This is an optimization exercise on Yosys and OpenROAD, whose aim is small area and a short achievable clock period, not a production implementation. The RTL was checked by simulation tests, not by an equivalence proof against the original design.

Setup of north:
==> flow/design.v (excerpt) <==
module fir_16tap (
	input  wire               clk,
	input  wire               rst,
	input  wire signed [15:0] xin,
	output wire signed [35:0] yout
);
clock: 12.5 ns
lec_check: 0
cap_margin: 20
core_margin: 2
core_utilization: 65
slew_margin: 20
synth_hierarchical: 1
standard.sh (not shown) runs the stock make flow with config.mk's settings and CLKGATE_MAP_FILE= SYNTH_SCRIPT=/design/flow/synth_recipe.tcl, a recipe that flattens the netlist after the stock synthesis.
==> flow/flow/run.sh <==
#!/bin/bash
# The standard layout, with a tighter setup target for timing repair, small
# port buffers and a clock tree of small buffers without dummy loads.
# make's output goes to make.log.
set -euo pipefail
bash standard.sh \
  SETUP_SLACK_MARGIN=8.2 \
  "BUFFER_PORTS_ARGS=-buffer_cell sky130_fd_sc_hd__buf_2" \
  "CTS_ARGS=-sink_clustering_enable -repair_clock_nets -dont_use_dummy_load -buf_list {sky130_fd_sc_hd__clkbuf_8} -sink_clustering_size 20 -sink_clustering_max_diameter 50" \
  finish > make.log 2>&1
north finished all stages; the layout is clean.
The inputs of south differ from those of north as listed below.
==> flow/flow/run.sh <==
#!/bin/bash
# The standard layout, with: ORFS synthesis run through flow/my_synth.tcl,
# which is synth_recipe.tcl with Yosys's abc pass given flow/abc.script;
# a tighter setup target for timing repair; small port buffers; and a clock
# tree of small buffers without dummy loads.  make's output goes to make.log.
set -euo pipefail
export MY_ABC_SCRIPT="$PWD/flow/abc.script"
bash standard.sh \
  "SYNTH_SCRIPT=$PWD/flow/my_synth.tcl"  \
  SETUP_SLACK_MARGIN=8.5 \
  "BUFFER_PORTS_ARGS=-buffer_cell sky130_fd_sc_hd__buf_2" \
  "CTS_ARGS=-sink_clustering_enable -repair_clock_nets -dont_use_dummy_load -buf_list {sky130_fd_sc_hd__clkbuf_8} -sink_clustering_size 20 -sink_clustering_max_diameter 50" \
  finish > make.log 2>&1
==> flow/flow/abc.script (new file) <==
&get -n
&st
&syn2
&dch
&nf
&put
buffer -c
topo
stime -c
upsize -c
dnsize -c
==> flow/flow/my_synth.tcl (new file) <==
proc synth {args} { yosys synth -nofsm -noshare {*}$args }
proc abc {args} {
  set i [lsearch -exact $args -script]
  if {$i >= 0 && [info exists ::env(MY_ABC_SCRIPT)]} { lset args [expr {$i + 1}] $::env(MY_ABC_SCRIPT) }
  yosys abc {*}$args
}
source $::env(SCRIPTS_DIR)/synth.tcl
# left out here: clear keep_hierarchy, flatten, clean up, hide names made inside functions, write 1_2_yosys.v
==> results.txt <==
- north -> south: design area increased slightly
- north -> south: mean instance size in the synthesized netlist decreased by a few percent
- Compared to north, south has slew of the pin with the lowest slew margin 0.084 ns higher.
- [compare] base=north new=south: routed wire length climbed 18%, proportion of synthesized area in mux cells barely changed.
Here is what was changed in the inputs of east compared with south.
- setting ABC_AREA to 1 for the first time
==> flow/flow/run.sh <==
#!/bin/bash
# The standard layout, with a tighter setup target for timing repair, small
# port buffers and a clock tree of small buffers without dummy loads.
# make's output goes to make.log.
set -euo pipefail
bash standard.sh \
  SETUP_SLACK_MARGIN=8.8 \
  "BUFFER_PORTS_ARGS=-buffer_cell sky130_fd_sc_hd__buf_2" \
  "CTS_ARGS=-sink_clustering_enable -repair_clock_nets -dont_use_dummy_load -buf_list {sky130_fd_sc_hd__clkbuf_8} -sink_clustering_size 20 -sink_clustering_max_diameter 50" \
  finish > make.log 2>&1
removed: flow/flow/abc.script
removed: flow/flow/my_synth.tcl
[summary]
- east against south: post-synthesis simple-gate area fraction increased by 11 points relative to the old numbers; area share of fa/ha/maj cells after synthesis decreased by 1.5 points relative to the old numbers.
- Utilization south -> east: down
- east vs south: number of logic inverters in the finished layout up by more than 100%
- From south to east the numbers moved as follows: final cell count went up 470; design area rose by about 12%.
- Lower fraction of cell area in non-clock buffers was reported by east, not south.
Changes in west relative to east:
- ABC_AREA removed (was 1)
Findings:
- west vs east — starting density of the core rose 0.37 points.
- Reported for west and east, final setup violation count turned out identical to the last digit.
- The final reports for west and east show shortest clock period the worst path allows after layout higher in the former.
- Gate count of the mapped netlist came out lower on west than on east.
- Cell count, west and east, lower one = west.
- west ends up with a met2 capacity usage during global routing that is 6.6 points lower than in east.
- Summary: with east as the reference, met1 routed wirelength after detailed routing in west moved down by more than 10%.
- | clock edge transition at the registers on the reported setup and hold paths | east vs west | ≈ equal |
- The met1 demand-to-capacity share in global routing in west was lower than what east gave.

==> afterwards: timing with drivers on the ports <==
How much do the figures lean on ideal ports? The routed layouts below were timed once more, with nothing changed but the port constraints.
Step 1: set_driving_cell puts a clkbuf_16 on clk and a buf_2 on each other input, an assumption about the parent block.
Step 2 also shifts input and output timing later by t, the mid clock arrival at the registers, as if the neighbouring blocks saw the same clock.
Slacks: no drivers / after step 1 / after step 2; pairs: no drivers / after step 1.
run | shift t [ns] | slack for setup (ns) | clock arrival spread, ns | worst data-port slew with drivers (ns) | cell pins on the clock port's net
north | 0.548 | 8.426 / 8.444 / 7.896 | 0.059 / 0.059 | 0.03 | 1
south | 0.561 | 8.562 / 8.566 / 8.013 | 0.095 / 0.094 | 0.04 | 1
east | 0.572 | 8.848 / 8.808 / 8.377 | 0.081 / 0.081 | 0.03 | 1
west | 0.569 | 8.561 / 8.553 / 7.984 | 0.060 / 0.060 | 0.06 | 1
After both steps every run listed still meets setup and hold. For west, which loses most, drivers alone change the setup slack by -0.008 ns; drivers and shift together by -0.577 ns.
